Background: an optimization exercise with open tools, aiming at small area. Do not read the settings as production practice.
At most, simulation tests tie the RTL to the original design; equivalence was not proved.
Only the layout flow was run in run 1; the RTL was not checked for function there.
Power figures rest on the tool's default switching activity, not on a simulated workload.

## flow/design.v (module list and top-level ports; edited modules follow where they fit)
// module Motor_Controller: 151 lines
// module mac16: 860 lines
module Motor_Controller
#(
parameter
      CLK_FREQUENCY     = 8'd4,       
      PWM_PERIOD        = 16'd2016,   
      SPEED_CTRL_PERIOD = 16'd2       
)
(
    input in_rst_n,
    input in_clk,
    input in_module_en,
    input in_fwd_dir,
    input in_PID_passby,
    input in_phA,
    input in_phB,
    input [15:0] in_speed_set,
    output reg [15:0] out_cur_speed,
    input [15:0] in_kp_param,
    input [15:0] in_ki_param,
    input [15:0] in_pid_out_max,
    input [15:0] in_pid_out_min,
    input [31:0] in_pid_ui_limit,
    output reg out_reg_PWMdir,
    output out_w_PWM
);
  // ...
==> flow/run.sh <==
#!/bin/bash
# synth_recipe.tcl (not shown) runs the flow's synth.tcl, then flattens the netlist and writes it again
# the make line also repeats each setting of config.mk as NAME=value (left out here)
make -C /OpenROAD-flow-scripts/flow DESIGN_CONFIG=/design/flow/config.mk WORK_HOME=/design/flow/orfs CLKGATE_MAP_FILE= SYNTH_SCRIPT=/design/flow/synth_recipe.tcl finish
==> flow/config.mk <==
export PLATFORM = sky130hd
export DESIGN_NAME = Motor_Controller
export DESIGN_NICKNAME = Motor_Controller
export VERILOG_FILES = /design/flow/design.v
export SDC_FILE = /design/flow/constraint.sdc
export NUM_CORES = 4
export LEC_CHECK = 0
export CAP_MARGIN = 20
export CORE_MARGIN = 2
export CORE_UTILIZATION = 40
export SLEW_MARGIN = 20
==> flow/constraint.sdc <==
create_clock -name core_clock -period 10.0 [get_ports {in_clk}]
set_input_delay 2.0000 -clock core_clock [delete_from_list [all_inputs] [get_ports {in_clk}]]
set_output_delay 2.0000 -clock core_clock [all_outputs]
set_load 0.01 [all_outputs]
==> flow_metrics.env, run 1 <==
export IMPL_outcome="finished with violations"
export IMPL_failed_checks="negative setup slack"
export IMPL_drive_above_1_share_pct=10.8
export IMPL_use_met1_pct=30.8
export IMPL_buffer_area_share_pct=9.30
export IMPL_drt_initial_drc_count=1166
export IMPL_r2r_end="ui[31]"
export IMPL_setup_viol=19
export IMPL_crit_end="ui[31]"
export IMPL_startpoint_type="primary input"
export IMPL_taps=748
export IMPL_layout_nets=3295
export IMPL_critical_path_startpoint="in_ki_param[0]"
export IMPL_clkPwrFrac_pct=8.4
export IMPL_vias_per_cell=5.44
export IMPL_stdcell_area_sq_um=25900
export IMPL_first_pass_iters=5
export IMPL_syn_inst=2534
export IMPL_final_cell_count_no_fill=3476
export IMPL_slowest_delay_ns=0.49
export IMPL_hold_class="reg -> reg"
export IMPL_pg_clk_uw=690
export IMPL_synth_most_common_cell="nand2_1"
export IMPL_ys_flop_type="dfxtp_1"
export IMPL_reg2reg_depth=47
export IMPL_rsz0062_at_grt="true"
export IMPL_fin_crit_ns=13.33
export IMPL_clkTransAtPathRegs_ns=0.08
export IMPL_maxCapViolCount=0
export IMPL_syn_cell_area_sq_um=22200
export IMPL_setup_slack_ns=-3.33
export IMPL_switching_power_mw=4.07
export IMPL_wl_met2_um=34600
export IMPL_r2r_slack_ns=-2.32
export IMPL_p_comb_share_pct=76.4
export IMPL_crit_top_cell="fa_2"
export IMPL_gp_congestion=0.976
==> run 2: changes to the inputs <==
==> flow/design.v (replaced) <==
`timescale 1ns / 1ps
module Motor_Controller
#(
parameter
      CLK_FREQUENCY     = 8'd4,       
      PWM_PERIOD        = 16'd2016,   
      SPEED_CTRL_PERIOD = 16'd2       
)
(
    input in_rst_n,
    input in_clk,
    input in_module_en,
    input in_fwd_dir,
    input in_PID_passby,
    input in_phA,
    input in_phB,
    input [15:0] in_speed_set,
    output reg [15:0] out_cur_speed,
    input [15:0] in_kp_param,
    input [15:0] in_ki_param,
    input [15:0] in_pid_out_max,
    input [15:0] in_pid_out_min,
    input [31:0] in_pid_ui_limit,
    output reg out_reg_PWMdir,
    output out_w_PWM
);
localparam CW = (PWM_PERIOD > 16'd8192) ? 15 : (PWM_PERIOD > 16'd4096) ? 13 :
                (PWM_PERIOD > 16'd2048) ? 12 : (PWM_PERIOD > 16'd1024) ? 11 :
                (PWM_PERIOD > 16'd512) ? 10 : (PWM_PERIOD > 16'd256) ? 9 :
                (PWM_PERIOD > 16'd128) ? 8 : (PWM_PERIOD > 16'd64) ? 7 :
                (PWM_PERIOD > 16'd32) ? 6 : 5;
localparam [CW-1:0] LAST = PWM_PERIOD - 1;
localparam [2:0] P0F = 3'b000, P1 = 3'b001, P2 = 3'b011, P3 = 3'b010,
                 P4 = 3'b110, P5 = 3'b111, P6 = 3'b101, P0 = 3'b100;
reg [2:0] st;
wire idle = (st == P0F) | (st == P0);
wire s_p1 = (st == P1);
wire s_p2 = (st == P2);
wire s_p4 = (st == P4);
wire s_p5 = (st == P5);
wire spe;
always @(posedge in_clk) begin
    if (!in_rst_n) st <= P0F;
    else case (st)
        P0F, P0: if (in_module_en) st <= P1;
        P1: st <= P2;
        P2: st <= P3;
        P3: st <= P4;
        P4: st <= P5;
        P5: st <= P6;
        P6: if (spe) st <= P0;
        default: st <= P0F;
    endcase
end
reg [1:0] ph;             
reg [CW-1:0] count;       
reg started;              
wire tick = (ph == 2'd1);
wire [CW:0] cc;           
wire [CW-1:0] cnext;
assign cc[0] = tick;
genvar i;
generate for (i = 0; i < CW; i = i + 1) begin : g_cnt
    assign cnext[i] = count[i] ^ cc[i];
    assign cc[i+1] = count[i] & cc[i];
end endgenerate
wire czero = ~in_rst_n | (tick & ((count & LAST) == LAST));
always @(posedge in_clk) begin
    if (!in_rst_n) begin
        ph <= 2'd0;
        started <= 1'b0;
    end else begin
        ph <= ph + 2'd1;
        if (tick) started <= 1'b1;
    end
    count <= czero ? {CW{1'b0}} : cnext;
end
assign spe = started & tick & (count == {CW{1'b0}});
reg [15:0] pwm_thres;
wire [CW:0] pc;
assign pc[0] = 1'b0;
generate for (i = 0; i < CW; i = i + 1) begin : g_pwm
    assign pc[i+1] = (pwm_thres[i] & ~count[i]) | (pwm_thres[i] & pc[i]) | (~count[i] & pc[i]);
end endgenerate
assign out_w_PWM = pc[CW] | (|pwm_thres[15:CW]);
reg a0, a1, b0, b1;
always @(posedge in_clk) begin
    a0 <= in_phA; a1 <= a0;
    b0 <= in_phB; b1 <= b0;
end
wire cnt_en = a0 ^ a1 ^ b0 ^ b1;
reg sA, sB, dir;
always @(posedge in_clk or negedge in_rst_n) begin
    if (!in_rst_n) begin
        sA <= 1'b0; sB <= 1'b0; dir <= 1'b0;
    end else if ((in_phA ^ sA) ^ (in_phB ^ sB)) begin
        sA <= in_phA; sB <= in_phB;
        dir <= sB ^ in_phA;
    end
end
reg [15:0] cnter;
wire enc_clr = (st == P0F) | s_p2;
wire [15:0] cbase = enc_clr ? 16'd0 : cnter;
wire [16:0] ec;
wire [15:0] enext;
assign ec[0] = 1'b0;
generate for (i = 0; i < 16; i = i + 1) begin : g_enc
    wire bi = (i == 0) ? cnt_en : (cnt_en & dir);
    assign enext[i] = cbase[i] ^ bi ^ ec[i];
    assign ec[i+1] = (cbase[i] & bi) | (cbase[i] & ec[i]) | (bi & ec[i]);
end endgenerate
wire csat = enext[15] & ~(|enext[14:0]);
wire csat_up = csat & ~dir;
always @(posedge in_clk) begin
    cnter <= {enext[15] & ~csat_up, enext[14:1] | {14{csat_up}}, enext[0] | csat};
end
reg [15:0] err;
reg [31:0] ui;           
reg [31:0] x;            
reg [15:0] t16;          
reg tovh, tovl;          
reg [15:0] o5;           
reg sel7;
wire [16:0] rc;
wire [15:0] err_d;
assign rc[0] = 1'b1;
generate for (i = 0; i < 16; i = i + 1) begin : g_err
    wire bi = ~cnter[i] | in_PID_passby;
    assign err_d[i] = in_speed_set[i] ^ bi ^ rc[i];
    assign rc[i+1] = (in_speed_set[i] & bi) | (in_speed_set[i] & rc[i]) | (bi & rc[i]);
end endgenerate
wire [15:0] ki_e = in_PID_passby ? 16'd0 : in_ki_param;
wire [15:0] kp_e = in_PID_passby ? 16'd256 : in_kp_param;
wire [15:0] max_e = in_PID_passby ? PWM_PERIOD : in_pid_out_max;
wire [15:0] min_e = in_PID_passby ? (16'd0 - PWM_PERIOD) : in_pid_out_min;
wire [15:0] m_a = st[0] ? ki_e : kp_e;
wire [31:0] m_c = st[0] ? ui : 32'd0;
wire [31:0] prod;
mac16 u_mac (.a(m_a), .b(err), .c(m_c), .s(prod));
wire [31:0] lim = in_pid_ui_limit;
wire [31:0] nlim;
inc32 u_neg (.a(~lim), .y(nlim));
wire gt, lt;
slt #(32) u_gt (.a(lim), .b(ui), .y(gt));
wire [31:0] clamp = gt ? lim : (lt ? nlim : ui);
slt #(32) u_lt (.a(ui), .b(nlim), .y(lt));
wire [16:0] oc;
wire [15:0] o3;
assign oc[0] = 1'b0;
generate for (i = 0; i < 16; i = i + 1) begin : g_o3
    assign o3[i] = x[i+8] ^ t16[i] ^ oc[i];
    assign oc[i+1] = (x[i+8] & t16[i]) | (x[i+8] & oc[i]) | (t16[i] & oc[i]);
end endgenerate
wire c9, c3, t12, t13;
slt #(16) u_c9 (.a(max_e), .b(t16), .y(c9));
slt #(16) u_c3 (.a(t16), .b(min_e), .y(c3));
slt #(16) u_12 (.a(max_e), .b(o3), .y(t12));
slt #(16) u_13 (.a(o3), .b(min_e), .y(t13));
wire t9 = tovh | (~tovl & c9);
wire t3 = tovl | (~tovh & c3);
wire cl = t9 | t3;
wire [15:0] o6 = sel7 ? max_e : o5;
wire [16:0] mc;
wire [15:0] mag;
assign mc[0] = o6[15];
generate for (i = 0; i < 16; i = i + 1) begin : g_mag
    wire v = o6[i] ^ o6[15];
    assign mag[i] = v ^ mc[i];
    assign mc[i+1] = v & mc[i];
end endgenerate
always @(posedge in_clk) begin
    if (s_p1) err <= err_d;
    x <= in_PID_passby ? 32'd0 : clamp;
    t16 <= prod[23:8];
    tovh <= ~prod[31] & (prod[30:23] != 8'h00);
    tovl <= prod[31] & (prod[30:23] != 8'hff);
    o5 <= t9 ? max_e : ((t3 | t13) ? min_e : o3);
    sel7 <= t12 & ~cl;
end
always @(posedge in_clk) begin
    if (!in_rst_n) ui <= 32'd0;
    else if (s_p2) ui <= prod;
    else if (s_p4 & ~cl) ui <= x;
end
always @(posedge in_clk) begin
    if (!in_rst_n) begin
        out_cur_speed <= 16'd0;
        out_reg_PWMdir <= 1'b0;
        pwm_thres <= 16'd0;
    end else begin
        if (s_p1) out_cur_speed <= cnter;
        if (s_p5) begin
            out_reg_PWMdir <= o6[15] ^ ~in_fwd_dir;
            pwm_thres <= in_PID_passby ? mag : {mag[10:0], 5'd0};
        end else if (idle & ~in_module_en) pwm_thres <= 16'd0;
    end
end
endmodule
module slt #(parameter N = 16) (input [N-1:0] a, input [N-1:0] b, output y);
wire [N:0] c;
assign c[0] = 1'b0;
genvar i;
generate for (i = 0; i < N; i = i + 1) begin : g
    wire ai = (i == N-1) ? ~a[i] : a[i];
    wire bi = (i == N-1) ? ~b[i] : b[i];
    assign c[i+1] = (bi & ~ai) | (bi & c[i]) | (~ai & c[i]);
end endgenerate
assign y = c[N];
endmodule
module inc32 (input [31:0] a, output [31:0] y);
wire [32:0] c;
assign c[0] = 1'b1;
genvar i;
generate for (i = 0; i < 32; i = i + 1) begin : g
    assign y[i] = a[i] ^ c[i];
    assign c[i+1] = a[i] & c[i];
end endgenerate
endmodule
module mac16(input [15:0] a, input [15:0] b, input [31:0] c, output [31:0] s);
wire pp1, pp2, pp3, pp4, pp5, pp6, pp7, pp8, pp9, pp10, pp11, pp12, pp13, pp14, pp15, pp16;
wire pp17, pp18, pp19, pp20, pp21, pp22, pp23, pp24, pp25, pp26, pp27, pp28, pp29, pp30, pp31, pp32;
wire pp33, pp34, pp35, pp36, pp37, pp38, pp39, pp40, pp41, pp42, pp43, pp44, pp45, pp46, pp47, pp48;
wire pp49, pp50, pp51, pp52, pp53, pp54, pp55, pp56, pp57, pp58, pp59, pp60, pp61, pp62, pp63, pp64;
wire pp65, pp66, pp67, pp68, pp69, pp70, pp71, pp72, pp73, pp74, pp75, pp76, pp77, pp78, pp79, pp80;
wire pp81, pp82, pp83, pp84, pp85, pp86, pp87, pp88, pp89, pp90, pp91, pp92, pp93, pp94, pp95, pp96;
wire pp97, pp98, pp99, pp100, pp101, pp102, pp103, pp104, pp105, pp106, pp107, pp108, pp109, pp110, pp111, pp112;
wire pp113, pp114, pp115, pp116, pp117, pp118, pp119, pp120, pp121, pp122, pp123, pp124, pp125, pp126, pp127, pp128;
wire pp129, pp130, pp131, pp132, pp133, pp134, pp135, pp136, pp137, pp138, pp139, pp140, pp141, pp142, pp143, pp144;
wire pp145, pp146, pp147, pp148, pp149, pp150, pp151, pp152, pp153, pp154, pp155, pp156, pp157, pp158, pp159, pp160;
wire pp161, pp162, pp163, pp164, pp165, pp166, pp167, pp168, pp169, pp170, pp171, pp172, pp173, pp174, pp175, pp176;
wire pp177, pp178, pp179, pp180, pp181, pp182, pp183, pp184, pp185, pp186, pp187, pp188, pp189, pp190, pp191, pp192;
wire pp193, pp194, pp195, pp196, pp197, pp198, pp199, pp200, pp201, pp202, pp203, pp204, pp205, pp206, pp207, pp208;
wire pp209, pp210, pp211, pp212, pp213, pp214, pp215, pp216, pp217, pp218, pp219, pp220, pp221, pp222, pp223, pp224;
wire pp225, pp226, pp227, pp228, pp229, pp230, pp231, pp232, pp233, pp234, pp235, pp236, pp237, pp238, pp239, pp240;
wire pp241, pp242, pp243, pp244, pp245, pp246, pp247, pp248, pp249, pp250, pp251, pp252, pp253, pp254, pp255, pp256;
wire s257, c258, s259, c260, s261, c262, s263, c264, s265, c266, s267, c268, s269, c270, s271, c272;
wire s273, c274, s275, c276, s277, c278, s279, c280, s281, c282, s283, c284, s285, c286, s287, c288;
wire s289, c290, s291, c292, s293, c294, s295, c296, s297, c298, s299, c300, s301, c302, s303, c304;
wire s305, c306, s307, c308, s309, c310, s311, c312, s313, c314, s315, c316, s317, c318, s319, c320;
wire s321, c322, s323, c324, s325, c326, s327, c328, s329, c330, s331, c332, s333, c334, s335, c336;
wire s337, c338, s339, c340, s341, c342, s343, c344, s345, c346, s347, c348, s349, c350, s351, c352;
wire s353, c354, s355, c356, s357, c358, s359, c360, s361, c362, s363, c364, s365, c366, s367, c368;
wire s369, c370, s371, c372, s373, c374, s375, c376, s377, c378, s379, c380, s381, c382, s383, c384;
wire s385, c386, s387, c388, s389, c390, s391, c392, s393, c394, s395, c396, s397, c398, s399, c400;
wire s401, c402, s403, c404, s405, c406, s407, c408, s409, c410, s411, c412, s413, c414, s415, c416;
wire s417, c418, s419, c420, s421, c422, s423, c424, s425, c426, s427, c428, s429, c430, s431, c432;
wire s433, c434, s435, c436, s437, c438, s439, c440, s441, c442, s443, c444, s445, c446, s447, c448;
wire s449, c450, s451, c452, s453, c454, s455, c456, s457, c458, s459, c460, s461, c462, s463, c464;
wire s465, c466, s467, c468, s469, c470, s471, c472, s473, c474, s475, c476, s477, c478, s479, c480;
wire s481, c482, s483, c484, s485, c486, s487, c488, s489, c490, s491, c492, s493, c494, s495, c496;
wire s497, c498, s499, c500, s501, c502, s503, c504, s505, c506, s507, c508, s509, c510, s511, c512;
wire s513, c514, s515, c516, s517, c518, s519, c520, s521, c522, s523, c524, s525, c526, s527, c528;
wire s529, c530, s531, c532, s533, c534, s535, c536, s537, c538, s539, c540, s541, c542, s543, c544;
wire s545, c546, s547, c548, s549, c550, s551, c552, s553, c554, s555, c556, s557, c558, s559, c560;
wire s561, c562, s563, c564, s565, c566, s567, c568, s569, c570, s571, c572, s573, c574, s575, c576;
wire s577, c578, s579, c580, s581, c582, s583, c584, s585, c586, s587, c588, s589, c590, s591, c592;
wire s593, c594, s595, c596, s597, c598, s599, c600, s601, c602, s603, c604, s605, c606, s607, c608;
wire s609, c610, s611, c612, s613, c614, s615, c616, s617, c618, s619, c620, s621, c622, s623, c624;
wire s625, c626, s627, c628, s629, c630, s631, c632, s633, c634, s635, c636, s637, c638, s639, c640;
wire s641, c642, s643, c644, s645, c646, s647, c648, s649, c650, s651, c652, s653, c654, s655, c656;
wire s657, c658, s659, c660, s661, c662, s663, c664, s665, c666, s667, c668, s669, c670, s671, c672;
wire s673, c674, s675, c676, s677, c678, s679, c680, s681, c682, s683, c684, s685, c686, s687, c688;
wire s689, c690, s691, c692, s693, c694, s695, c696, s697, c698, s699, c700, s701, c702, s703, c704;
wire s705, c706, s707, c708, s709, c710, s711, c712, s713, c714, s715, c716, s717, c718, s719, c720;
wire s721, c722, s723, c724, s725, c726, s727, c728, s729, c730, s731, c732, s733, c734, s735, c736;
wire s737, c738, s739, c740, s741, c742, s743, c744, s745, c746, s747, c748, s749, c750, s751, c752;
wire s753, c754, s755, c756, s757, c758, s759, c760, s761, c762, s763, c764, s765, c766, s767, h768;
wire s769, h770, s771, h772, s773, p774, c775, s776, c777, s778, c779, s780, c781, s782, c783, s784;
wire h785, s786, h787, s788, h789, s790, p791, c792, s793, c794, s795, c796, s797, c798, s799, c800;
wire s801, h802, s803, h804, s805, h806, s807, p808, c809, s810, c811, s812, c813, s814, c815, s816;
wire c817, s818, h819, s820, h821, s822, h823, s824, p825, c826, s827, c828, s829, c830, s831, c832;
wire s833, c834, s835, h836, s837, h838, s839, h840, s841, p842, c843, s844, c845, s846, c847, s848;
wire c849, s850, c851, s852, h853, s854, h855, s856, h857, s858;
assign pp1 = a[0] & b[0];
assign pp2 = a[0] & b[1];
assign pp3 = a[0] & b[2];
assign pp4 = a[0] & b[3];
assign pp5 = a[0] & b[4];
assign pp6 = a[0] & b[5];
assign pp7 = a[0] & b[6];
assign pp8 = a[0] & b[7];
assign pp9 = a[0] & b[8];
assign pp10 = a[0] & b[9];
assign pp11 = a[0] & b[10];
assign pp12 = a[0] & b[11];
assign pp13 = a[0] & b[12];
assign pp14 = a[0] & b[13];
assign pp15 = a[0] & b[14];
assign pp16 = a[1] & b[0];
assign pp17 = a[1] & b[1];
assign pp18 = a[1] & b[2];
assign pp19 = a[1] & b[3];
assign pp20 = a[1] & b[4];
assign pp21 = a[1] & b[5];
assign pp22 = a[1] & b[6];
assign pp23 = a[1] & b[7];
assign pp24 = a[1] & b[8];
assign pp25 = a[1] & b[9];
assign pp26 = a[1] & b[10];
assign pp27 = a[1] & b[11];
assign pp28 = a[1] & b[12];
assign pp29 = a[1] & b[13];
assign pp30 = a[1] & b[14];
assign pp31 = a[2] & b[0];
assign pp32 = a[2] & b[1];
assign pp33 = a[2] & b[2];
assign pp34 = a[2] & b[3];
assign pp35 = a[2] & b[4];
assign pp36 = a[2] & b[5];
assign pp37 = a[2] & b[6];
assign pp38 = a[2] & b[7];
assign pp39 = a[2] & b[8];
assign pp40 = a[2] & b[9];
assign pp41 = a[2] & b[10];
assign pp42 = a[2] & b[11];
assign pp43 = a[2] & b[12];
assign pp44 = a[2] & b[13];
assign pp45 = a[2] & b[14];
assign pp46 = a[3] & b[0];
assign pp47 = a[3] & b[1];
assign pp48 = a[3] & b[2];
assign pp49 = a[3] & b[3];
assign pp50 = a[3] & b[4];
assign pp51 = a[3] & b[5];
assign pp52 = a[3] & b[6];
assign pp53 = a[3] & b[7];
assign pp54 = a[3] & b[8];
assign pp55 = a[3] & b[9];
assign pp56 = a[3] & b[10];
assign pp57 = a[3] & b[11];
assign pp58 = a[3] & b[12];
assign pp59 = a[3] & b[13];
assign pp60 = a[3] & b[14];
assign pp61 = a[4] & b[0];
assign pp62 = a[4] & b[1];
assign pp63 = a[4] & b[2];
assign pp64 = a[4] & b[3];
assign pp65 = a[4] & b[4];
assign pp66 = a[4] & b[5];
assign pp67 = a[4] & b[6];
assign pp68 = a[4] & b[7];
assign pp69 = a[4] & b[8];
assign pp70 = a[4] & b[9];
assign pp71 = a[4] & b[10];
assign pp72 = a[4] & b[11];
assign pp73 = a[4] & b[12];
assign pp74 = a[4] & b[13];
assign pp75 = a[4] & b[14];
assign pp76 = a[5] & b[0];
assign pp77 = a[5] & b[1];
assign pp78 = a[5] & b[2];
assign pp79 = a[5] & b[3];
assign pp80 = a[5] & b[4];
assign pp81 = a[5] & b[5];
assign pp82 = a[5] & b[6];
assign pp83 = a[5] & b[7];
assign pp84 = a[5] & b[8];
assign pp85 = a[5] & b[9];
assign pp86 = a[5] & b[10];
assign pp87 = a[5] & b[11];
assign pp88 = a[5] & b[12];
assign pp89 = a[5] & b[13];
assign pp90 = a[5] & b[14];
assign pp91 = a[6] & b[0];
assign pp92 = a[6] & b[1];
assign pp93 = a[6] & b[2];
assign pp94 = a[6] & b[3];
assign pp95 = a[6] & b[4];
assign pp96 = a[6] & b[5];
assign pp97 = a[6] & b[6];
assign pp98 = a[6] & b[7];
assign pp99 = a[6] & b[8];
assign pp100 = a[6] & b[9];
assign pp101 = a[6] & b[10];
assign pp102 = a[6] & b[11];
assign pp103 = a[6] & b[12];
assign pp104 = a[6] & b[13];
assign pp105 = a[6] & b[14];
assign pp106 = a[7] & b[0];
assign pp107 = a[7] & b[1];
assign pp108 = a[7] & b[2];
assign pp109 = a[7] & b[3];
assign pp110 = a[7] & b[4];
assign pp111 = a[7] & b[5];
assign pp112 = a[7] & b[6];
assign pp113 = a[7] & b[7];
assign pp114 = a[7] & b[8];
assign pp115 = a[7] & b[9];
assign pp116 = a[7] & b[10];
assign pp117 = a[7] & b[11];
assign pp118 = a[7] & b[12];
assign pp119 = a[7] & b[13];
assign pp120 = a[7] & b[14];
assign pp121 = a[8] & b[0];
assign pp122 = a[8] & b[1];
assign pp123 = a[8] & b[2];
assign pp124 = a[8] & b[3];
assign pp125 = a[8] & b[4];
assign pp126 = a[8] & b[5];
assign pp127 = a[8] & b[6];
assign pp128 = a[8] & b[7];
assign pp129 = a[8] & b[8];
assign pp130 = a[8] & b[9];
assign pp131 = a[8] & b[10];
assign pp132 = a[8] & b[11];
assign pp133 = a[8] & b[12];
assign pp134 = a[8] & b[13];
assign pp135 = a[8] & b[14];
assign pp136 = a[9] & b[0];
assign pp137 = a[9] & b[1];
assign pp138 = a[9] & b[2];
assign pp139 = a[9] & b[3];
assign pp140 = a[9] & b[4];
assign pp141 = a[9] & b[5];
assign pp142 = a[9] & b[6];
assign pp143 = a[9] & b[7];
assign pp144 = a[9] & b[8];
assign pp145 = a[9] & b[9];
assign pp146 = a[9] & b[10];
assign pp147 = a[9] & b[11];
assign pp148 = a[9] & b[12];
assign pp149 = a[9] & b[13];
assign pp150 = a[9] & b[14];
assign pp151 = a[10] & b[0];
assign pp152 = a[10] & b[1];
assign pp153 = a[10] & b[2];
assign pp154 = a[10] & b[3];
assign pp155 = a[10] & b[4];
assign pp156 = a[10] & b[5];
assign pp157 = a[10] & b[6];
assign pp158 = a[10] & b[7];
assign pp159 = a[10] & b[8];
assign pp160 = a[10] & b[9];
assign pp161 = a[10] & b[10];
assign pp162 = a[10] & b[11];
assign pp163 = a[10] & b[12];
assign pp164 = a[10] & b[13];
assign pp165 = a[10] & b[14];
assign pp166 = a[11] & b[0];
assign pp167 = a[11] & b[1];
assign pp168 = a[11] & b[2];
assign pp169 = a[11] & b[3];
assign pp170 = a[11] & b[4];
assign pp171 = a[11] & b[5];
assign pp172 = a[11] & b[6];
assign pp173 = a[11] & b[7];
assign pp174 = a[11] & b[8];
assign pp175 = a[11] & b[9];
assign pp176 = a[11] & b[10];
assign pp177 = a[11] & b[11];
assign pp178 = a[11] & b[12];
assign pp179 = a[11] & b[13];
assign pp180 = a[11] & b[14];
assign pp181 = a[12] & b[0];
assign pp182 = a[12] & b[1];
assign pp183 = a[12] & b[2];
assign pp184 = a[12] & b[3];
assign pp185 = a[12] & b[4];
assign pp186 = a[12] & b[5];
assign pp187 = a[12] & b[6];
assign pp188 = a[12] & b[7];
assign pp189 = a[12] & b[8];
assign pp190 = a[12] & b[9];
assign pp191 = a[12] & b[10];
assign pp192 = a[12] & b[11];
assign pp193 = a[12] & b[12];
assign pp194 = a[12] & b[13];
assign pp195 = a[12] & b[14];
assign pp196 = a[13] & b[0];
assign pp197 = a[13] & b[1];
assign pp198 = a[13] & b[2];
assign pp199 = a[13] & b[3];
assign pp200 = a[13] & b[4];
assign pp201 = a[13] & b[5];
assign pp202 = a[13] & b[6];
assign pp203 = a[13] & b[7];
assign pp204 = a[13] & b[8];
assign pp205 = a[13] & b[9];
assign pp206 = a[13] & b[10];
assign pp207 = a[13] & b[11];
assign pp208 = a[13] & b[12];
assign pp209 = a[13] & b[13];
assign pp210 = a[13] & b[14];
assign pp211 = a[14] & b[0];
assign pp212 = a[14] & b[1];
assign pp213 = a[14] & b[2];
assign pp214 = a[14] & b[3];
assign pp215 = a[14] & b[4];
assign pp216 = a[14] & b[5];
assign pp217 = a[14] & b[6];
assign pp218 = a[14] & b[7];
assign pp219 = a[14] & b[8];
assign pp220 = a[14] & b[9];
assign pp221 = a[14] & b[10];
assign pp222 = a[14] & b[11];
assign pp223 = a[14] & b[12];
assign pp224 = a[14] & b[13];
assign pp225 = a[14] & b[14];
assign pp226 = a[15] & ~b[0];
assign pp227 = b[15] & ~a[0];
assign pp228 = a[15] & ~b[1];
assign pp229 = b[15] & ~a[1];
assign pp230 = a[15] & ~b[2];
assign pp231 = b[15] & ~a[2];
assign pp232 = a[15] & ~b[3];
assign pp233 = b[15] & ~a[3];
assign pp234 = a[15] & ~b[4];
assign pp235 = b[15] & ~a[4];
assign pp236 = a[15] & ~b[5];
assign pp237 = b[15] & ~a[5];
assign pp238 = a[15] & ~b[6];
assign pp239 = b[15] & ~a[6];
assign pp240 = a[15] & ~b[7];
assign pp241 = b[15] & ~a[7];
assign pp242 = a[15] & ~b[8];
assign pp243 = b[15] & ~a[8];
assign pp244 = a[15] & ~b[9];
assign pp245 = b[15] & ~a[9];
assign pp246 = a[15] & ~b[10];
assign pp247 = b[15] & ~a[10];
assign pp248 = a[15] & ~b[11];
assign pp249 = b[15] & ~a[11];
assign pp250 = a[15] & ~b[12];
assign pp251 = b[15] & ~a[12];
assign pp252 = a[15] & ~b[13];
assign pp253 = b[15] & ~a[13];
assign pp254 = a[15] & ~b[14];
assign pp255 = b[15] & ~a[14];
assign pp256 = ~(a[15] | b[15]);
assign s257 = c[12] ^ pp13;
assign c258 = c[12] & pp13;
assign s259 = c[13] ^ pp14 ^ pp28;
assign c260 = (c[13] & pp14) | (pp28 & (c[13] ^ pp14));
assign s261 = pp42 ^ pp56;
assign c262 = pp42 & pp56;
assign s263 = c[14] ^ pp15 ^ pp29;
assign c264 = (c[14] & pp15) | (pp29 & (c[14] ^ pp15));
assign s265 = pp43 ^ pp57 ^ pp71;
assign c266 = (pp43 & pp57) | (pp71 & (pp43 ^ pp57));
assign s267 = pp85 ^ pp99;
assign c268 = pp85 & pp99;
assign s269 = b[15] ^ c[15] ^ a[15];
assign c270 = (b[15] & c[15]) | (a[15] & (b[15] ^ c[15]));
assign s271 = pp30 ^ pp44 ^ pp58;
assign c272 = (pp30 & pp44) | (pp58 & (pp30 ^ pp44));
assign s273 = pp72 ^ pp86 ^ pp100;
assign c274 = (pp72 & pp86) | (pp100 & (pp72 ^ pp86));
assign s275 = pp114 ^ pp128 ^ pp142;
assign c276 = (pp114 & pp128) | (pp142 & (pp114 ^ pp128));
assign s277 = pp156 ^ pp170;
assign c278 = pp156 & pp170;
assign s279 = c[16] ^ pp45 ^ pp59;
assign c280 = (c[16] & pp45) | (pp59 & (c[16] ^ pp45));
assign s281 = pp73 ^ pp87 ^ pp101;
assign c282 = (pp73 & pp87) | (pp101 & (pp73 ^ pp87));
assign s283 = pp115 ^ pp129 ^ pp143;
assign c284 = (pp115 & pp129) | (pp143 & (pp115 ^ pp129));
assign s285 = pp157 ^ pp171 ^ pp185;
assign c286 = (pp157 & pp171) | (pp185 & (pp157 ^ pp171));
assign s287 = c[17] ^ pp60 ^ pp74;
assign c288 = (c[17] & pp60) | (pp74 & (c[17] ^ pp60));
assign s289 = pp88 ^ pp102 ^ pp116;
assign c290 = (pp88 & pp102) | (pp116 & (pp88 ^ pp102));
assign s291 = pp130 ^ pp144 ^ pp158;
assign c292 = (pp130 & pp144) | (pp158 & (pp130 ^ pp144));
assign s293 = c[18] ^ pp75 ^ pp89;
assign c294 = (c[18] & pp75) | (pp89 & (c[18] ^ pp75));
assign s295 = pp103 ^ pp117 ^ pp131;
assign c296 = (pp103 & pp117) | (pp131 & (pp103 ^ pp117));
assign s297 = c[19] ^ pp90 ^ pp104;
assign c298 = (c[19] & pp90) | (pp104 & (c[19] ^ pp90));
assign s299 = c[8] ^ pp9;
assign c300 = c[8] & pp9;
assign s301 = c[9] ^ pp10 ^ pp24;
assign c302 = (c[9] & pp10) | (pp24 & (c[9] ^ pp10));
assign s303 = pp38 ^ pp52;
assign c304 = pp38 & pp52;
assign s305 = c[10] ^ pp11 ^ pp25;
assign c306 = (c[10] & pp11) | (pp25 & (c[10] ^ pp11));
assign s307 = pp39 ^ pp53 ^ pp67;
assign c308 = (pp39 & pp53) | (pp67 & (pp39 ^ pp53));
assign s309 = pp81 ^ pp95;
assign c310 = pp81 & pp95;
assign s311 = c[11] ^ pp12 ^ pp26;
assign c312 = (c[11] & pp12) | (pp26 & (c[11] ^ pp12));
assign s313 = pp40 ^ pp54 ^ pp68;
assign c314 = (pp40 & pp54) | (pp68 & (pp40 ^ pp54));
assign s315 = pp82 ^ pp96 ^ pp110;
assign c316 = (pp82 & pp96) | (pp110 & (pp82 ^ pp96));
assign s317 = pp124 ^ pp138;
assign c318 = pp124 & pp138;
assign s319 = pp27 ^ pp41 ^ pp55;
assign c320 = (pp27 & pp41) | (pp55 & (pp27 ^ pp41));
assign s321 = pp69 ^ pp83 ^ pp97;
assign c322 = (pp69 & pp83) | (pp97 & (pp69 ^ pp83));
assign s323 = pp111 ^ pp125 ^ pp139;
assign c324 = (pp111 & pp125) | (pp139 & (pp111 ^ pp125));
assign s325 = pp153 ^ pp167 ^ pp181;
assign c326 = (pp153 & pp167) | (pp181 & (pp153 ^ pp167));
assign s327 = pp70 ^ pp84 ^ pp98;
assign c328 = (pp70 & pp84) | (pp98 & (pp70 ^ pp84));
assign s329 = pp112 ^ pp126 ^ pp140;
assign c330 = (pp112 & pp126) | (pp140 & (pp112 ^ pp126));
assign s331 = pp154 ^ pp168 ^ pp182;
assign c332 = (pp154 & pp168) | (pp182 & (pp154 ^ pp168));
assign s333 = pp196 ^ c258 ^ s261;
assign c334 = (pp196 & c258) | (s261 & (pp196 ^ c258));
assign s335 = pp113 ^ pp127 ^ pp141;
assign c336 = (pp113 & pp127) | (pp141 & (pp113 ^ pp127));
assign s337 = pp155 ^ pp169 ^ pp183;
assign c338 = (pp155 & pp169) | (pp183 & (pp155 ^ pp169));
assign s339 = pp197 ^ pp211 ^ c262;
assign c340 = (pp197 & pp211) | (c262 & (pp197 ^ pp211));
assign s341 = s267 ^ c260 ^ s263;
assign c342 = (s267 & c260) | (s263 & (s267 ^ c260));
assign s343 = pp184 ^ pp198 ^ pp212;
assign c344 = (pp184 & pp198) | (pp212 & (pp184 ^ pp198));
assign s345 = pp226 ^ pp227 ^ c268;
assign c346 = (pp226 & pp227) | (c268 & (pp226 ^ pp227));
assign s347 = s277 ^ s269 ^ c264;
assign c348 = (s277 & s269) | (c264 & (s277 ^ s269));
assign s349 = c266 ^ s271 ^ s273;
assign c350 = (c266 & s271) | (s273 & (c266 ^ s271));
assign s351 = pp199 ^ pp213 ^ pp228;
assign c352 = (pp199 & pp213) | (pp228 & (pp199 ^ pp213));
assign s353 = pp229 ^ c278 ^ c270;
assign c354 = (pp229 & c278) | (c270 & (pp229 ^ c278));
assign s355 = c272 ^ c274 ^ c276;
assign c356 = (c272 & c274) | (c276 & (c272 ^ c274));
assign s357 = s279 ^ s281 ^ s283;
assign c358 = (s279 & s281) | (s283 & (s279 ^ s281));
assign s359 = pp172 ^ pp186 ^ pp200;
assign c360 = (pp172 & pp186) | (pp200 & (pp172 ^ pp186));
assign s361 = pp214 ^ pp230 ^ pp231;
assign c362 = (pp214 & pp230) | (pp231 & (pp214 ^ pp230));
assign s363 = c280 ^ c282 ^ c284;
assign c364 = (c280 & c282) | (c284 & (c280 ^ c282));
assign s365 = c286 ^ s287 ^ s289;
assign c366 = (c286 & s287) | (s289 & (c286 ^ s287));
assign s367 = pp145 ^ pp159 ^ pp173;
assign c368 = (pp145 & pp159) | (pp173 & (pp145 ^ pp159));
assign s369 = pp187 ^ pp201 ^ pp215;
assign c370 = (pp187 & pp201) | (pp215 & (pp187 ^ pp201));
assign s371 = pp232 ^ pp233 ^ c288;
assign c372 = (pp232 & pp233) | (c288 & (pp232 ^ pp233));
assign s373 = c290 ^ c292 ^ s293;
assign c374 = (c290 & c292) | (s293 & (c290 ^ c292));
assign s375 = pp118 ^ pp132 ^ pp146;
assign c376 = (pp118 & pp132) | (pp146 & (pp118 ^ pp132));
assign s377 = pp160 ^ pp174 ^ pp188;
assign c378 = (pp160 & pp174) | (pp188 & (pp160 ^ pp174));
assign s379 = pp202 ^ pp216 ^ pp234;
assign c380 = (pp202 & pp216) | (pp234 & (pp202 ^ pp216));
assign s381 = pp235 ^ c294 ^ c296;
assign c382 = (pp235 & c294) | (c296 & (pp235 ^ c294));
assign s383 = c[20] ^ pp105 ^ pp119;
assign c384 = (c[20] & pp105) | (pp119 & (c[20] ^ pp105));
assign s385 = pp133 ^ pp147 ^ pp161;
assign c386 = (pp133 & pp147) | (pp161 & (pp133 ^ pp147));
assign s387 = pp175 ^ pp189 ^ pp203;
assign c388 = (pp175 & pp189) | (pp203 & (pp175 ^ pp189));
assign s389 = pp217 ^ pp236 ^ pp237;
assign c390 = (pp217 & pp236) | (pp237 & (pp217 ^ pp236));
assign s391 = c[21] ^ pp120 ^ pp134;
assign c392 = (c[21] & pp120) | (pp134 & (c[21] ^ pp120));
assign s393 = pp148 ^ pp162 ^ pp176;
assign c394 = (pp148 & pp162) | (pp176 & (pp148 ^ pp162));
assign s395 = pp190 ^ pp204 ^ pp218;
assign c396 = (pp190 & pp204) | (pp218 & (pp190 ^ pp204));
assign s397 = c[22] ^ pp135 ^ pp149;
assign c398 = (c[22] & pp135) | (pp149 & (c[22] ^ pp135));
assign s399 = pp163 ^ pp177 ^ pp191;
assign c400 = (pp163 & pp177) | (pp191 & (pp163 ^ pp177));
assign s401 = c[23] ^ pp150 ^ pp164;
assign c402 = (c[23] & pp150) | (pp164 & (c[23] ^ pp150));
assign s403 = c[5] ^ pp6;
assign c404 = c[5] & pp6;
assign s405 = c[6] ^ pp7 ^ pp21;
assign c406 = (c[6] & pp7) | (pp21 & (c[6] ^ pp7));
assign s407 = pp35 ^ pp49;
assign c408 = pp35 & pp49;
assign s409 = c[7] ^ pp8 ^ pp22;
assign c410 = (c[7] & pp8) | (pp22 & (c[7] ^ pp8));
assign s411 = pp36 ^ pp50 ^ pp64;
assign c412 = (pp36 & pp50) | (pp64 & (pp36 ^ pp50));
assign s413 = pp78 ^ pp92;
assign c414 = pp78 & pp92;
assign s415 = pp23 ^ pp37 ^ pp51;
assign c416 = (pp23 & pp37) | (pp51 & (pp23 ^ pp37));
assign s417 = pp65 ^ pp79 ^ pp93;
assign c418 = (pp65 & pp79) | (pp93 & (pp65 ^ pp79));
assign s419 = pp107 ^ pp121 ^ s299;
assign c420 = (pp107 & pp121) | (s299 & (pp107 ^ pp121));
assign s421 = pp66 ^ pp80 ^ pp94;
assign c422 = (pp66 & pp80) | (pp94 & (pp66 ^ pp80));
assign s423 = pp108 ^ pp122 ^ pp136;
assign c424 = (pp108 & pp122) | (pp136 & (pp108 ^ pp122));
assign s425 = c300 ^ s303 ^ s301;
assign c426 = (c300 & s303) | (s301 & (c300 ^ s303));
assign s427 = pp109 ^ pp123 ^ pp137;
assign c428 = (pp109 & pp123) | (pp137 & (pp109 ^ pp123));
assign s429 = pp151 ^ c304 ^ s309;
assign c430 = (pp151 & c304) | (s309 & (pp151 ^ c304));
assign s431 = c302 ^ s305 ^ s307;
assign c432 = (c302 & s305) | (s307 & (c302 ^ s305));
assign s433 = pp152 ^ pp166 ^ c310;
assign c434 = (pp152 & pp166) | (c310 & (pp152 ^ pp166));
assign s435 = s317 ^ c306 ^ c308;
assign c436 = (s317 & c306) | (c308 & (s317 ^ c306));
assign s437 = s311 ^ s313 ^ s315;
assign c438 = (s311 & s313) | (s315 & (s311 ^ s313));
assign s439 = c318 ^ s257 ^ c312;
assign c440 = (c318 & s257) | (c312 & (c318 ^ s257));
assign s441 = c314 ^ c316 ^ s319;
assign c442 = (c314 & c316) | (s319 & (c314 ^ c316));
assign s443 = s321 ^ s323 ^ s325;
assign c444 = (s321 & s323) | (s325 & (s321 ^ s323));
assign s445 = c320 ^ c322 ^ c324;
assign c446 = (c320 & c322) | (c324 & (c320 ^ c322));
assign s447 = c326 ^ s327 ^ s329;
assign c448 = (c326 & s327) | (s329 & (c326 ^ s327));
assign s449 = s331 ^ s259 ^ s333;
assign c450 = (s331 & s259) | (s333 & (s331 ^ s259));
assign s451 = c328 ^ c330 ^ c332;
assign c452 = (c328 & c330) | (c332 & (c328 ^ c330));
assign s453 = s335 ^ s337 ^ s265;
assign c454 = (s335 & s337) | (s265 & (s335 ^ s337));
assign s455 = c334 ^ s339 ^ s341;
assign c456 = (c334 & s339) | (s341 & (c334 ^ s339));
assign s457 = c336 ^ c338 ^ s343;
assign c458 = (c336 & c338) | (s343 & (c336 ^ c338));
assign s459 = s275 ^ c340 ^ s345;
assign c460 = (s275 & c340) | (s345 & (s275 ^ c340));
assign s461 = c342 ^ s347 ^ s349;
assign c462 = (c342 & s347) | (s349 & (c342 ^ s347));
assign s463 = c344 ^ s351 ^ s285;
assign c464 = (c344 & s351) | (s285 & (c344 ^ s351));
assign s465 = c346 ^ s353 ^ c348;
assign c466 = (c346 & s353) | (c348 & (c346 ^ s353));
assign s467 = c350 ^ s355 ^ s357;
assign c468 = (c350 & s355) | (s357 & (c350 ^ s355));
assign s469 = c352 ^ s359 ^ s361;
assign c470 = (c352 & s359) | (s361 & (c352 ^ s359));
assign s471 = s291 ^ c354 ^ c356;
assign c472 = (s291 & c354) | (c356 & (s291 ^ c354));
assign s473 = c358 ^ s363 ^ s365;
assign c474 = (c358 & s363) | (s365 & (c358 ^ s363));
assign s475 = c360 ^ c362 ^ s367;
assign c476 = (c360 & c362) | (s367 & (c360 ^ c362));
assign s477 = s369 ^ s295 ^ c364;
assign c478 = (s369 & s295) | (c364 & (s369 ^ s295));
assign s479 = c366 ^ s371 ^ s373;
assign c480 = (c366 & s371) | (s373 & (c366 ^ s371));
assign s481 = c368 ^ c370 ^ s375;
assign c482 = (c368 & c370) | (s375 & (c368 ^ c370));
assign s483 = s377 ^ s379 ^ s297;
assign c484 = (s377 & s379) | (s297 & (s377 ^ s379));
assign s485 = c372 ^ c374 ^ s381;
assign c486 = (c372 & c374) | (s381 & (c372 ^ c374));
assign s487 = c376 ^ c378 ^ c380;
assign c488 = (c376 & c378) | (c380 & (c376 ^ c378));
assign s489 = c298 ^ s383 ^ s385;
assign c490 = (c298 & s383) | (s385 & (c298 ^ s383));
assign s491 = s387 ^ s389 ^ c382;
assign c492 = (s387 & s389) | (c382 & (s387 ^ s389));
assign s493 = pp238 ^ pp239 ^ c384;
assign c494 = (pp238 & pp239) | (c384 & (pp238 ^ pp239));
assign s495 = c386 ^ c388 ^ c390;
assign c496 = (c386 & c388) | (c390 & (c386 ^ c388));
assign s497 = s391 ^ s393 ^ s395;
assign c498 = (s391 & s393) | (s395 & (s391 ^ s393));
assign s499 = pp205 ^ pp219 ^ pp240;
assign c500 = (pp205 & pp219) | (pp240 & (pp205 ^ pp219));
assign s501 = pp241 ^ c392 ^ c394;
assign c502 = (pp241 & c392) | (c394 & (pp241 ^ c392));
assign s503 = c396 ^ s397 ^ s399;
assign c504 = (c396 & s397) | (s399 & (c396 ^ s397));
assign s505 = pp178 ^ pp192 ^ pp206;
assign c506 = (pp178 & pp192) | (pp206 & (pp178 ^ pp192));
assign s507 = pp220 ^ pp242 ^ pp243;
assign c508 = (pp220 & pp242) | (pp243 & (pp220 ^ pp242));
assign s509 = c398 ^ c400 ^ s401;
assign c510 = (c398 & c400) | (s401 & (c398 ^ c400));
assign s511 = c[24] ^ pp165 ^ pp179;
assign c512 = (c[24] & pp165) | (pp179 & (c[24] ^ pp165));
assign s513 = pp193 ^ pp207 ^ pp221;
assign c514 = (pp193 & pp207) | (pp221 & (pp193 ^ pp207));
assign s515 = pp244 ^ pp245 ^ c402;
assign c516 = (pp244 & pp245) | (c402 & (pp244 ^ pp245));
assign s517 = c[25] ^ pp180 ^ pp194;
assign c518 = (c[25] & pp180) | (pp194 & (c[25] ^ pp180));
assign s519 = pp208 ^ pp222 ^ pp246;
assign c520 = (pp208 & pp222) | (pp246 & (pp208 ^ pp222));
assign s521 = c[26] ^ pp195 ^ pp209;
assign c522 = (c[26] & pp195) | (pp209 & (c[26] ^ pp195));
assign s523 = c[3] ^ pp4;
assign c524 = c[3] & pp4;
assign s525 = c[4] ^ pp5 ^ pp19;
assign c526 = (c[4] & pp5) | (pp19 & (c[4] ^ pp5));
assign s527 = pp33 ^ pp47;
assign c528 = pp33 & pp47;
assign s529 = pp20 ^ pp34 ^ pp48;
assign c530 = (pp20 & pp34) | (pp48 & (pp20 ^ pp34));
assign s531 = pp62 ^ pp76 ^ s403;
assign c532 = (pp62 & pp76) | (s403 & (pp62 ^ pp76));
assign s533 = pp63 ^ pp77 ^ pp91;
assign c534 = (pp63 & pp77) | (pp91 & (pp63 ^ pp77));
assign s535 = c404 ^ s407 ^ s405;
assign c536 = (c404 & s407) | (s405 & (c404 ^ s407));
assign s537 = pp106 ^ c408 ^ s413;
assign c538 = (pp106 & c408) | (s413 & (pp106 ^ c408));
assign s539 = c406 ^ s409 ^ s411;
assign c540 = (c406 & s409) | (s411 & (c406 ^ s409));
assign s541 = c414 ^ c410 ^ c412;
assign c542 = (c414 & c410) | (c412 & (c414 ^ c410));
assign s543 = s415 ^ s417 ^ s419;
assign c544 = (s415 & s417) | (s419 & (s415 ^ s417));
assign s545 = c416 ^ c418 ^ s421;
assign c546 = (c416 & c418) | (s421 & (c416 ^ c418));
assign s547 = s423 ^ c420 ^ s425;
assign c548 = (s423 & c420) | (s425 & (s423 ^ c420));
assign s549 = c422 ^ c424 ^ s427;
assign c550 = (c422 & c424) | (s427 & (c422 ^ c424));
assign s551 = s429 ^ c426 ^ s431;
assign c552 = (s429 & c426) | (s431 & (s429 ^ c426));
assign s553 = c428 ^ c430 ^ s433;
assign c554 = (c428 & c430) | (s433 & (c428 ^ c430));
assign s555 = c432 ^ s435 ^ s437;
assign c556 = (c432 & s435) | (s437 & (c432 ^ s435));
assign s557 = c434 ^ c436 ^ c438;
assign c558 = (c434 & c436) | (c438 & (c434 ^ c436));
assign s559 = s439 ^ s441 ^ s443;
assign c560 = (s439 & s441) | (s443 & (s439 ^ s441));
assign s561 = c440 ^ c442 ^ c444;
assign c562 = (c440 & c442) | (c444 & (c440 ^ c442));
assign s563 = s445 ^ s447 ^ s449;
assign c564 = (s445 & s447) | (s449 & (s445 ^ s447));
assign s565 = c446 ^ c448 ^ s451;
assign c566 = (c446 & c448) | (s451 & (c446 ^ c448));
assign s567 = s453 ^ c450 ^ s455;
assign c568 = (s453 & c450) | (s455 & (s453 ^ c450));
assign s569 = c452 ^ c454 ^ s457;
assign c570 = (c452 & c454) | (s457 & (c452 ^ c454));
assign s571 = s459 ^ c456 ^ s461;
assign c572 = (s459 & c456) | (s461 & (s459 ^ c456));
assign s573 = c458 ^ s463 ^ c460;
assign c574 = (c458 & s463) | (c460 & (c458 ^ s463));
assign s575 = s465 ^ c462 ^ s467;
assign c576 = (s465 & c462) | (s467 & (s465 ^ c462));
assign s577 = c464 ^ s469 ^ c466;
assign c578 = (c464 & s469) | (c466 & (c464 ^ s469));
assign s579 = s471 ^ c468 ^ s473;
assign c580 = (s471 & c468) | (s473 & (s471 ^ c468));
assign s581 = c470 ^ s475 ^ c472;
assign c582 = (c470 & s475) | (c472 & (c470 ^ s475));
assign s583 = s477 ^ c474 ^ s479;
assign c584 = (s477 & c474) | (s479 & (s477 ^ c474));
assign s585 = c476 ^ s481 ^ s483;
assign c586 = (c476 & s481) | (s483 & (c476 ^ s481));
assign s587 = c478 ^ c480 ^ s485;
assign c588 = (c478 & c480) | (s485 & (c478 ^ c480));
assign s589 = c482 ^ c484 ^ s487;
assign c590 = (c482 & c484) | (s487 & (c482 ^ c484));
assign s591 = s489 ^ c486 ^ s491;
assign c592 = (s489 & c486) | (s491 & (s489 ^ c486));
assign s593 = c488 ^ c490 ^ s493;
assign c594 = (c488 & c490) | (s493 & (c488 ^ c490));
assign s595 = s495 ^ s497 ^ c492;
assign c596 = (s495 & s497) | (c492 & (s495 ^ s497));
assign s597 = s499 ^ c494 ^ c496;
assign c598 = (s499 & c494) | (c496 & (s499 ^ c494));
assign s599 = c498 ^ s501 ^ s503;
assign c600 = (c498 & s501) | (s503 & (c498 ^ s501));
assign s601 = c500 ^ s505 ^ s507;
assign c602 = (c500 & s505) | (s507 & (c500 ^ s505));
assign s603 = c502 ^ c504 ^ s509;
assign c604 = (c502 & c504) | (s509 & (c502 ^ c504));
assign s605 = c506 ^ c508 ^ s511;
assign c606 = (c506 & c508) | (s511 & (c506 ^ c508));
assign s607 = s513 ^ c510 ^ s515;
assign c608 = (s513 & c510) | (s515 & (s513 ^ c510));
assign s609 = pp247 ^ c512 ^ c514;
assign c610 = (pp247 & c512) | (c514 & (pp247 ^ c512));
assign s611 = s517 ^ s519 ^ c516;
assign c612 = (s517 & s519) | (c516 & (s517 ^ s519));
assign s613 = pp223 ^ pp248 ^ pp249;
assign c614 = (pp223 & pp248) | (pp249 & (pp223 ^ pp248));
assign s615 = c518 ^ c520 ^ s521;
assign c616 = (c518 & c520) | (s521 & (c518 ^ c520));
assign s617 = c[27] ^ pp210 ^ pp224;
assign c618 = (c[27] & pp210) | (pp224 & (c[27] ^ pp210));
assign s619 = pp250 ^ pp251 ^ c522;
assign c620 = (pp250 & pp251) | (c522 & (pp250 ^ pp251));
assign s621 = c[28] ^ pp225 ^ pp252;
assign c622 = (c[28] & pp225) | (pp252 & (c[28] ^ pp225));
assign s623 = c[2] ^ pp3;
assign c624 = c[2] & pp3;
assign s625 = pp18 ^ pp32 ^ pp46;
assign c626 = (pp18 & pp32) | (pp46 & (pp18 ^ pp32));
assign s627 = pp61 ^ c524 ^ s527;
assign c628 = (pp61 & c524) | (s527 & (pp61 ^ c524));
assign s629 = c528 ^ c526 ^ s529;
assign c630 = (c528 & c526) | (s529 & (c528 ^ c526));
assign s631 = c530 ^ s533 ^ c532;
assign c632 = (c530 & s533) | (c532 & (c530 ^ s533));
assign s633 = c534 ^ s537 ^ c536;
assign c634 = (c534 & s537) | (c536 & (c534 ^ s537));
assign s635 = c538 ^ c540 ^ s541;
assign c636 = (c538 & c540) | (s541 & (c538 ^ c540));
assign s637 = c542 ^ s545 ^ c544;
assign c638 = (c542 & s545) | (c544 & (c542 ^ s545));
assign s639 = c546 ^ s549 ^ c548;
assign c640 = (c546 & s549) | (c548 & (c546 ^ s549));
assign s641 = c550 ^ s553 ^ c552;
assign c642 = (c550 & s553) | (c552 & (c550 ^ s553));
assign s643 = c554 ^ c556 ^ s557;
assign c644 = (c554 & c556) | (s557 & (c554 ^ c556));
assign s645 = c558 ^ c560 ^ s561;
assign c646 = (c558 & c560) | (s561 & (c558 ^ c560));
assign s647 = c562 ^ s565 ^ c564;
assign c648 = (c562 & s565) | (c564 & (c562 ^ s565));
assign s649 = c566 ^ s569 ^ c568;
assign c650 = (c566 & s569) | (c568 & (c566 ^ s569));
assign s651 = c570 ^ s573 ^ c572;
assign c652 = (c570 & s573) | (c572 & (c570 ^ s573));
assign s653 = c574 ^ s577 ^ c576;
assign c654 = (c574 & s577) | (c576 & (c574 ^ s577));
assign s655 = c578 ^ s581 ^ c580;
assign c656 = (c578 & s581) | (c580 & (c578 ^ s581));
assign s657 = s585 ^ c582 ^ c584;
assign c658 = (s585 & c582) | (c584 & (s585 ^ c582));
assign s659 = c586 ^ s589 ^ s591;
assign c660 = (c586 & s589) | (s591 & (c586 ^ s589));
assign s661 = c590 ^ s593 ^ c592;
assign c662 = (c590 & s593) | (c592 & (c590 ^ s593));
assign s663 = c594 ^ s597 ^ s599;
assign c664 = (c594 & s597) | (s599 & (c594 ^ s597));
assign s665 = s601 ^ c598 ^ c600;
assign c666 = (s601 & c598) | (c600 & (s601 ^ c598));
assign s667 = c602 ^ s605 ^ c604;
assign c668 = (c602 & s605) | (c604 & (c602 ^ s605));
assign s669 = c606 ^ s609 ^ c608;
assign c670 = (c606 & s609) | (c608 & (c606 ^ s609));
assign s671 = s613 ^ c610 ^ s615;
assign c672 = (s613 & c610) | (s615 & (s613 ^ c610));
assign s673 = c614 ^ s617 ^ c616;
assign c674 = (c614 & s617) | (c616 & (c614 ^ s617));
assign s675 = pp253 ^ c618 ^ s621;
assign c676 = (pp253 & c618) | (s621 & (pp253 ^ c618));
assign s677 = c[29] ^ pp254 ^ pp255;
assign c678 = (c[29] & pp254) | (pp255 & (c[29] ^ pp254));
assign s679 = 1'b1 ^ c[30];
assign c680 = 1'b1 & c[30];
assign s681 = c[1] ^ pp2;
assign c682 = c[1] & pp2;
assign s683 = pp17 ^ pp31 ^ s623;
assign c684 = (pp17 & pp31) | (s623 & (pp17 ^ pp31));
assign s685 = c624 ^ s523 ^ s625;
assign c686 = (c624 & s523) | (s625 & (c624 ^ s523));
assign s687 = c626 ^ s525 ^ s627;
assign c688 = (c626 & s525) | (s627 & (c626 ^ s525));
assign s689 = c628 ^ s531 ^ s629;
assign c690 = (c628 & s531) | (s629 & (c628 ^ s531));
assign s691 = c630 ^ s535 ^ s631;
assign c692 = (c630 & s535) | (s631 & (c630 ^ s535));
assign s693 = s539 ^ c632 ^ s633;
assign c694 = (s539 & c632) | (s633 & (s539 ^ c632));
assign s695 = s543 ^ c634 ^ s635;
assign c696 = (s543 & c634) | (s635 & (s543 ^ c634));
assign s697 = c636 ^ s547 ^ s637;
assign c698 = (c636 & s547) | (s637 & (c636 ^ s547));
assign s699 = s551 ^ c638 ^ s639;
assign c700 = (s551 & c638) | (s639 & (s551 ^ c638));
assign s701 = s555 ^ c640 ^ s641;
assign c702 = (s555 & c640) | (s641 & (s555 ^ c640));
assign s703 = s559 ^ c642 ^ s643;
assign c704 = (s559 & c642) | (s643 & (s559 ^ c642));
assign s705 = s563 ^ c644 ^ s645;
assign c706 = (s563 & c644) | (s645 & (s563 ^ c644));
assign s707 = c646 ^ s567 ^ s647;
assign c708 = (c646 & s567) | (s647 & (c646 ^ s567));
assign s709 = s571 ^ c648 ^ s649;
assign c710 = (s571 & c648) | (s649 & (s571 ^ c648));
assign s711 = s575 ^ c650 ^ s651;
assign c712 = (s575 & c650) | (s651 & (s575 ^ c650));
assign s713 = s579 ^ c652 ^ s653;
assign c714 = (s579 & c652) | (s653 & (s579 ^ c652));
assign s715 = s583 ^ c654 ^ s655;
assign c716 = (s583 & c654) | (s655 & (s583 ^ c654));
assign s717 = s587 ^ c656 ^ s657;
assign c718 = (s587 & c656) | (s657 & (s587 ^ c656));
assign s719 = c588 ^ s659 ^ c658;
assign c720 = (c588 & s659) | (c658 & (c588 ^ s659));
assign s721 = s595 ^ c660 ^ s661;
assign c722 = (s595 & c660) | (s661 & (s595 ^ c660));
assign s723 = c596 ^ s663 ^ c662;
assign c724 = (c596 & s663) | (c662 & (c596 ^ s663));
assign s725 = s603 ^ c664 ^ s665;
assign c726 = (s603 & c664) | (s665 & (s603 ^ c664));
assign s727 = s607 ^ c666 ^ s667;
assign c728 = (s607 & c666) | (s667 & (s607 ^ c666));
assign s729 = s611 ^ s669 ^ c668;
assign c730 = (s611 & s669) | (c668 & (s611 ^ s669));
assign s731 = c612 ^ s671 ^ c670;
assign c732 = (c612 & s671) | (c670 & (c612 ^ s671));
assign s733 = s619 ^ c672 ^ s673;
assign c734 = (s619 & c672) | (s673 & (s619 ^ c672));
assign s735 = c620 ^ s675 ^ c674;
assign c736 = (c620 & s675) | (c674 & (c620 ^ s675));
assign s737 = c622 ^ s677 ^ c676;
assign c738 = (c622 & s677) | (c676 & (c622 ^ s677));
assign s739 = s679 ^ pp256 ^ c678;
assign c740 = (s679 & pp256) | (c678 & (s679 ^ pp256));
assign s741 = 1'b1 ^ c[31] ^ c680;
assign c742 = (1'b1 & c[31]) | (c680 & (1'b1 ^ c[31]));
assign s743 = c[0] ^ pp1;
assign c744 = c[0] & pp1;
assign s745 = s681 ^ pp16 ^ c744;
assign c746 = (s681 & pp16) | (c744 & (s681 ^ pp16));
assign s747 = c682 ^ s683 ^ c746;
assign c748 = (c682 & s683) | (c746 & (c682 ^ s683));
assign s749 = c684 ^ s685 ^ c748;
assign c750 = (c684 & s685) | (c748 & (c684 ^ s685));
assign s751 = c686 ^ s687 ^ c750;
assign c752 = (c686 & s687) | (c750 & (c686 ^ s687));
assign s753 = c688 ^ s689 ^ c752;
assign c754 = (c688 & s689) | (c752 & (c688 ^ s689));
assign s755 = c690 ^ s691 ^ c754;
assign c756 = (c690 & s691) | (c754 & (c690 ^ s691));
assign s757 = c692 ^ s693 ^ c756;
assign c758 = (c692 & s693) | (c756 & (c692 ^ s693));
assign s759 = c694 ^ s695;
assign c760 = c694 & s695;
assign s761 = c696 ^ s697 ^ c760;
assign c762 = (c696 & s697) | (c760 & (c696 ^ s697));
assign s763 = c698 ^ s699 ^ c762;
assign c764 = (c698 & s699) | (c762 & (c698 ^ s699));
assign s765 = c700 ^ s701 ^ c764;
assign c766 = (c700 & s701) | (c764 & (c700 ^ s701));
assign s767 = s759 ^ c758;
assign h768 = s759 & c758;
assign s769 = s761 ^ h768;
assign h770 = s761 & h768;
assign s771 = s763 ^ h770;
assign h772 = s763 & h770;
assign s773 = s765 ^ h772;
assign p774 = s759 & s761 & s763 & s765;
assign c775 = c766 | (c758 & p774);
assign s776 = c702 ^ s703;
assign c777 = c702 & s703;
assign s778 = c704 ^ s705 ^ c777;
assign c779 = (c704 & s705) | (c777 & (c704 ^ s705));
assign s780 = c706 ^ s707 ^ c779;
assign c781 = (c706 & s707) | (c779 & (c706 ^ s707));
assign s782 = c708 ^ s709 ^ c781;
assign c783 = (c708 & s709) | (c781 & (c708 ^ s709));
assign s784 = s776 ^ c775;
assign h785 = s776 & c775;
assign s786 = s778 ^ h785;
assign h787 = s778 & h785;
assign s788 = s780 ^ h787;
assign h789 = s780 & h787;
assign s790 = s782 ^ h789;
assign p791 = s776 & s778 & s780 & s782;
assign c792 = c783 | (c775 & p791);
assign s793 = c710 ^ s711;
assign c794 = c710 & s711;
assign s795 = c712 ^ s713 ^ c794;
assign c796 = (c712 & s713) | (c794 & (c712 ^ s713));
assign s797 = c714 ^ s715 ^ c796;
assign c798 = (c714 & s715) | (c796 & (c714 ^ s715));
assign s799 = c716 ^ s717 ^ c798;
assign c800 = (c716 & s717) | (c798 & (c716 ^ s717));
assign s801 = s793 ^ c792;
assign h802 = s793 & c792;
assign s803 = s795 ^ h802;
assign h804 = s795 & h802;
assign s805 = s797 ^ h804;
assign h806 = s797 & h804;
assign s807 = s799 ^ h806;
assign p808 = s793 & s795 & s797 & s799;
assign c809 = c800 | (c792 & p808);
assign s810 = c718 ^ s719;
assign c811 = c718 & s719;
assign s812 = c720 ^ s721 ^ c811;
assign c813 = (c720 & s721) | (c811 & (c720 ^ s721));
assign s814 = c722 ^ s723 ^ c813;
assign c815 = (c722 & s723) | (c813 & (c722 ^ s723));
assign s816 = c724 ^ s725 ^ c815;
assign c817 = (c724 & s725) | (c815 & (c724 ^ s725));
assign s818 = s810 ^ c809;
assign h819 = s810 & c809;
assign s820 = s812 ^ h819;
assign h821 = s812 & h819;
assign s822 = s814 ^ h821;
assign h823 = s814 & h821;
assign s824 = s816 ^ h823;
assign p825 = s810 & s812 & s814 & s816;
assign c826 = c817 | (c809 & p825);
assign s827 = c726 ^ s727;
assign c828 = c726 & s727;
assign s829 = c728 ^ s729 ^ c828;
assign c830 = (c728 & s729) | (c828 & (c728 ^ s729));
assign s831 = c730 ^ s731 ^ c830;
assign c832 = (c730 & s731) | (c830 & (c730 ^ s731));
assign s833 = c732 ^ s733 ^ c832;
assign c834 = (c732 & s733) | (c832 & (c732 ^ s733));
assign s835 = s827 ^ c826;
assign h836 = s827 & c826;
assign s837 = s829 ^ h836;
assign h838 = s829 & h836;
assign s839 = s831 ^ h838;
assign h840 = s831 & h838;
assign s841 = s833 ^ h840;
assign p842 = s827 & s829 & s831 & s833;
assign c843 = c834 | (c826 & p842);
assign s844 = c734 ^ s735;
assign c845 = c734 & s735;
assign s846 = c736 ^ s737 ^ c845;
assign c847 = (c736 & s737) | (c845 & (c736 ^ s737));
assign s848 = c738 ^ s739 ^ c847;
assign c849 = (c738 & s739) | (c847 & (c738 ^ s739));
assign s850 = c740 ^ s741 ^ c849;
assign c851 = (c740 & s741) | (c849 & (c740 ^ s741));
assign s852 = s844 ^ c843;
assign h853 = s844 & c843;
assign s854 = s846 ^ h853;
assign h855 = s846 & h853;
assign s856 = s848 ^ h855;
assign h857 = s848 & h855;
assign s858 = s850 ^ h857;
assign s = {s858, s856, s854, s852, s841, s839, s837, s835, s824, s822, s820, s818, s807, s805, s803, s801, s790, s788, s786, s784, s773, s771, s769, s767, s757, s755, s753, s751, s749, s747, s745, s743};
endmodule
==> flow/config.mk (replaced) <==
export PLATFORM = sky130hd
export DESIGN_NAME = Motor_Controller
export DESIGN_NICKNAME = Motor_Controller
export VERILOG_FILES = /design/flow/design.v
export SDC_FILE = /design/flow/constraint.sdc
export NUM_CORES = 4
export LEC_CHECK = 0
export ABC_AREA = 1
export CAP_MARGIN = 20
export CORE_MARGIN = 2
export CORE_UTILIZATION = 40
export SLEW_MARGIN = 20
==> flow_metrics.env, run 2 <==
export IMPL_setup_slack_ns=0.644
export IMPL_hold_class="reg -> reg"
export IMPL_outcome="finished clean"
export IMPL_cts_resized_gates=0
export IMPL_p_total_mw=7.63
export IMPL_cts_sinks=188
export IMPL_first_pass_iters=5
export IMPL_die_y_um=227
export IMPL_drt_initial_drc_count=1178
export IMPL_post_place_ws_ns=0.167
export IMPL_synthArstFlopShare_pct=1.60
export IMPL_synth_edf_count=16
export IMPL_cts_tree="done"
export IMPL_slew_headroom_pct=32.8
export IMPL_fin_crit_ns=9.36
export IMPL_synth_fp_nets=3124
export IMPL_synth_most_common_cell="nand2_1"
export IMPL_cts_setup_buffers=0
export IMPL_fmax_ghz=0.107
export IMPL_ys_seq_area_share_pct=19.8
export IMPL_overflow=0
export IMPL_finalCritPeriodShare_pct=93.6
export IMPL_maxCapViolCount=0
export IMPL_grt_pass1_wl_um=94800
export IMPL_setup_viol=0
export IMPL_antenna_left=0
export IMPL_synth_top_area_cell="fa_1"
export IMPL_clkTransAtPathRegs_ns=0.07
export IMPL_dieArea_sq_um=51500
export IMPL_syn_inst=2614
export IMPL_power_density_nw_per_um2=337
export IMPL_cp_required_ns=10.38
export IMPL_vias=17100
export IMPL_cts_htree_levels=4
export IMPL_track_usage_pct=24.2
export IMPL_rows=81
export IMPL_syn_cell_area_sq_um=19900
export IMPL_crit_path_max_fanout=59
export IMPL_dp_hpwl_um=47900
export IMPL_grt_pass1_vias=17800
export IMPL_cpMaxStageDelayCell="clkdlybuf4s50_1"
export IMPL_synth_simple_area_share_pct=20.1
export IMPL_synth_distinct_cells=46
export IMPL_synth_top_family_by_area="adder cells"
export IMPL_reg_largest_list="ui x32, x x32"
export IMPL_synth_top_cells_by_count="nand2_1 (562), inv_1 (549), fa_1 (292)"
export IMPL_endpoint_kind="flop"
export IMPL_startpoint_type="primary input"
export IMPL_synthTopCellsByArea="fa_1 (29%), dfxtp_1 (17%), nand2_1 (11%)"
export IMPL_crit_top_cell="ha_1"
export IMPL_synth_compound_area_share_pct=9.94
export IMPL_wl_per_cell_um=17.4
export IMPL_finClkSkew_ns=0.0105
export IMPL_clock_latency_ns=0.49
export IMPL_vias_per_cell=5.03
export IMPL_cts_buffer_depth=2
export IMPL_layout_commonest_cell="nand2_1"
export IMPL_slowest_delay_ns=0.50
export IMPL_core_area_sq_um=49100
export IMPL_critPathBufInv=4
export IMPL_ys_flop_type="dfxtp_1"
export IMPL_antenna_cells=0
export IMPL_criticalPathCategory="in -> reg"
export IMPL_hold_buffers=0
export IMPL_syn_to_final_growth_pct=13.9
export IMPL_layout_nets=3233
export IMPL_worst_pin_slew_ns=1.01
export IMPL_ioPinCount=137
export IMPL_rsz0062_at_grt="false"
export IMPL_drive_above_1_share_pct=4.02
export IMPL_gp_congestion=0.953
-- run 2: layer usage --
| metal | global-route usage [%] | share of wire, % | vias to the layer above |
|---|---|---|---|
| met5 | 0 | 0 | - |
| met4 | 12.0 | 4.5 | 0 |
| met3 | 4.32 | 6.0 | 124 |
| met2 | 41.7 | 49 | 543 |
| met1 | 29.3 | 40 | 8238 |
| li1 | - | - | 8211 |
-- run 2: where the power goes --
group          switching (mW)  leakage, nW  internal (mW)
clock                   0.317        0.275          0.376
sequential              0.134         1.58           1.00
combinational            3.54         9.34           2.26
-- run 2: cell families after synthesis --
kind of cell             count (synthesis)
AND/OR/NAND/NOR                       1001
adder cells (fa/ha/maj)                391
XOR/XNOR                                38
buffers and inverters                  660
AO/OA/AOI/OAI                          334
flip-flops                             188
multiplexers                             2
-- run 2: layout make-up --
type | count | area (sq um)
Fill cell | 5036 | 26400
Multi-Input combinational cell | 1766 | 13400
Sequential cell | 188 | 3940
Inverter | 565 | 2120
Timing Repair Buffer | 185 | 1760
Tap cell | 664 | 831
Clock buffer | 24 | 502
Clock inverter | 8 | 80.1
-- run 2: final timing paths --
path	start	endpoint	slack [ns]	depth (start not counted)
min reg2reg	b0	b1	0.37	0
min	b0	b1	0.37	0
max reg2reg	st[0]	cnter[13]	0.95	27
max in group asynchronous	in_rst_n	sB	7.89	2
max	in_pid_ui_limit[0]	x[0]	0.64	40
min in group asynchronous	in_rst_n	dir	1.87	2
-- run 2: worst register-to-register path, stage by stage (launching register included) --
cell and delay (ns):
dfxtp_2 0.49, inv_1 0.11, nor2_2 0.11, buf_4 0.36, inv_1 0.13, o21ai_1 0.36
buf_4 0.34, nor2_1 0.09, fa_1 0.41, fa_1 0.39, fa_1 0.43, fa_1 0.41
fa_1 0.40, fa_1 0.40, fa_1 0.39, fa_1 0.39, fa_1 0.38, fa_1 0.40
fa_1 0.42, fa_1 0.40, fa_1 0.40, fa_1 0.42, xor2_1 0.19, xor2_1 0.16
nand3b_1 0.18, nor2_1 0.46, inv_1 0.25, nand2_1 0.12
-- run 2: per-stage QoR --
| step | instances | util [%] | hold slack [ns] | area (sq um) |
|---|---|---|---|---|
| CTS | 3399 | 46.2 | 0.369 | 22600 |
| floorplan | 2614 | - | 0.349 | 19900 |
| finish | 3400 | 46.2 | 0.371 | 22700 |
| detailed placement | 3367 | 45.0 | 0.364 | 22100 |
| global route | 3400 | 46.2 | 0.377 | 22700 |
| global placement | 3367 | 45.0 | 0.354 | 22100 |

Re-timed with assumed drivers on the ports (clkbuf_16 on the clock, buf_2 on other inputs), run 2 has 0.677 ns of setup slack against 0.644 ns with ideal ports, and 0.138 ns once port delays also move by the mid clock arrival of 0.538 ns.
